What follows belongs to an exercise in optimizing a design on an open flow for small area, a short achievable clock period and few clock cycles; a production flow would make more cautious choices.

## tpu_top
module tpu_top#(
	parameter ARRAY_SIZE = 8,
	parameter SRAM_DATA_WIDTH = 32,
	parameter DATA_WIDTH = 8,
	parameter OUTPUT_DATA_WIDTH = 16
)
(
	input clk,
	input srstn,
	input tpu_start,
	input [SRAM_DATA_WIDTH-1:0] sram_rdata_w0,
	input [SRAM_DATA_WIDTH-1:0] sram_rdata_w1,
	input [SRAM_DATA_WIDTH-1:0] sram_rdata_d0,
	input [SRAM_DATA_WIDTH-1:0] sram_rdata_d1,
	output [9:0] sram_raddr_w0,
	output [9:0] sram_raddr_w1,
	output [9:0] sram_raddr_d0,
	output [9:0] sram_raddr_d1,
	output sram_write_enable_a0,
	output [ARRAY_SIZE*OUTPUT_DATA_WIDTH-1:0] sram_wdata_a,
	output [5:0] sram_waddr_a,
	output sram_write_enable_b0,
	output [ARRAY_SIZE*OUTPUT_DATA_WIDTH-1:0] sram_wdata_b,
	output [5:0] sram_waddr_b,
	output sram_write_enable_c0,
	output [ARRAY_SIZE*OUTPUT_DATA_WIDTH-1:0] sram_wdata_c,
	output [5:0] sram_waddr_c,
	output tpu_done
);
localparam NK = 5;
localparam [NK*5-1:0] KPOS = {5'd14, 5'd12, 5'd10, 5'd8, 5'd6};
localparam [17:0] CORR = 18'd0;
wire [5:0] cnt;
wire [5:0] cnt_nx;
wire [8*18-1:0] pbot;
wire [8*NK-1:0] kbot;
systolic_controll systolic_controll (
	.clk(clk),
	.srstn(srstn),
	.tpu_start(tpu_start),
	.cnt(cnt),
	.cnt_nx(cnt_nx),
	.tpu_done(tpu_done)
);
addr_sel addr_sel (
	.clk(clk),
	.cnt_nx(cnt_nx),
	.sram_raddr_w0(sram_raddr_w0),
  ...
For scale: about 2800 flip-flops.
==> module systolic, before the edit <==
module systolic #(
	parameter NK = 2
)
(
	input clk,
	input [5:0] cnt,
	input [5:0] cnt_nx,
	input [31:0] sram_rdata_w0,
	input [31:0] sram_rdata_w1,
	input [31:0] sram_rdata_d0,
	input [31:0] sram_rdata_d1,
	output [8*18-1:0] pbot,
	output [8*NK-1:0] kbot
);
wire [7:0] lane [0:7];    
wire [7:0] dlane [0:7];   
genvar gi, gj;
generate
	for (gj = 0; gj < 4; gj = gj + 1) begin : lanes
		assign lane[gj]     = sram_rdata_w0[31-8*gj -: 8];
		assign lane[gj+4]   = sram_rdata_w1[31-8*gj -: 8];
		assign dlane[gj]    = sram_rdata_d0[31-8*gj -: 8];
		assign dlane[gj+4]  = sram_rdata_d1[31-8*gj -: 8];
	end
endgenerate
reg [14:0] en;
integer s;
always @(posedge clk) begin
	en[0] <= (cnt_nx[2:0] == 3'd1);
	for (s = 1; s < 15; s = s + 1)
		en[s] <= en[s-1];
end
reg [7:0] wr [0:7][0:7];
reg [7:0] dr [0:7][0:7];
reg [17:0] pr [0:7][0:7];
reg [NK-1:0] kr [0:7][0:7];
reg [2:0] rs [0:7];
always @(posedge clk) begin
	rs[0] <= cnt_nx[2:0] - 3'd1;
	for (s = 1; s < 8; s = s + 1)
		rs[s] <= rs[s-1];
end
generate
	for (gi = 0; gi < 8; gi = gi + 1) begin : row
		always @(posedge clk)
			dr[gi][0] <= dlane[rs[gi]];
		for (gj = 0; gj < 8; gj = gj + 1) begin : col
			wire [17:0] po;
			wire [NK-1:0] ko;
			always @(posedge clk) begin
				if (en[gi+gj])
					wr[gi][gj] <= lane[gj];
				pr[gi][gj] <= po;
				kr[gi][gj] <= ko;
			end
			if (gj > 0) begin : sh
				always @(posedge clk)
					dr[gi][gj] <= dr[gi][gj-1];
			end
			if (gi == 0) begin : first
				mac_first u (.w(wr[gi][gj]), .d(dr[gi][gj]), .po(po), .ko(ko));
			end else begin : other
				mac u (.w(wr[gi][gj]), .d(dr[gi][gj]), .pi(pr[gi-1][gj]), .ki(kr[gi-1][gj]), .po(po), .ko(ko));
			end
		end
		assign pbot[gi*18 +: 18] = pr[7][gi];
		assign kbot[gi*NK +: NK] = kr[7][gi];
	end
endgenerate
endmodule
Settings: LEC_CHECK=0, CAP_MARGIN=20, CORE_MARGIN=2, CORE_UTILIZATION=55, SETUP_SLACK_MARGIN=5, SLEW_MARGIN=20, SYNTH_HIERARCHICAL=1; clock period 9.0 ns.
standard.sh (not shown) runs the stock make flow with config.mk's settings and CLKGATE_MAP_FILE= SYNTH_SCRIPT=/design/flow/synth_recipe.tcl, a recipe that flattens the netlist after the stock synthesis.
==> flow/flow/run.sh <==
#!/bin/bash
set -euo pipefail
MARGIN=$(cat flow/margin.txt)
bash standard.sh SETUP_SLACK_MARGIN=$MARGIN finish > standard_flow.log 2>&1
==> flow/flow/margin.txt <==
6.0
Edit:
--- a/flow/design.v
+++ b/flow/design.v
@@ -81,16 +81,11 @@
 reg [7:0] dr [0:7][0:7];
 reg [17:0] pr [0:7][0:7];
 reg [NK-1:0] kr [0:7][0:7];
-reg [2:0] rs [0:7];
-always @(posedge clk) begin
-	rs[0] <= cnt_nx[2:0] - 3'd1;
-	for (s = 1; s < 8; s = s + 1)
-		rs[s] <= rs[s-1];
-end
 generate
 	for (gi = 0; gi < 8; gi = gi + 1) begin : row
+		wire [2:0] rsel = cnt[2:0] - 3'd1 - gi;
 		always @(posedge clk)
-			dr[gi][0] <= dlane[rs[gi]];
+			dr[gi][0] <= dlane[rsel];
 		for (gj = 0; gj < 8; gj = gj + 1) begin : col
 			wire [17:0] po;
 			wire [NK-1:0] ko;
Effect:
- critical path depth stays the same
- clock skew is lower by 0.0038 ns
- fmax decreases slightly
- sequential share of layout area is about the same
- worst setup slack loses 0.039 ns
- die area drops slightly
- routed wire length came out lower slightly
- first-iteration DRC count falls slightly
- clock-buffer cell count decreases by 22
- design area drops slightly
- via count decreases slightly
No run of this note included a check of the RTL's function; only the layout flow was run.

## afterwards: timing with drivers on the ports
Ports are ideal in the flow. The routed layouts listed here were re-timed in OpenROAD.
Step 1: set_driving_cell puts a clkbuf_16 on clk and a buf_2 on each other input, an assumption about the parent block.
Step 2 adds t to the input delays and takes it off the output delays; t is the mean of the earliest and latest rising clock arrival at the registers after step 1. Input paths then give back, and output paths get back, about the clock's delay inside the block.
Three values: ideal, step 1, step 2; two values: the first two.
run | shift t [ns] | setup slack, ns | worst setup path after step 2 | worst data-port slew with drivers (ns)
the first run | 1.044 | 5.627 / 5.523 / 5.344 | input to register | 0.04
the second run | 1.042 | 5.588 / 5.485 / 5.300 | input to register | 0.05
After both steps every run listed still meets setup and hold. For the second run, which loses most, drivers alone change the setup slack by -0.103 ns; drivers and shift together by -0.288 ns.
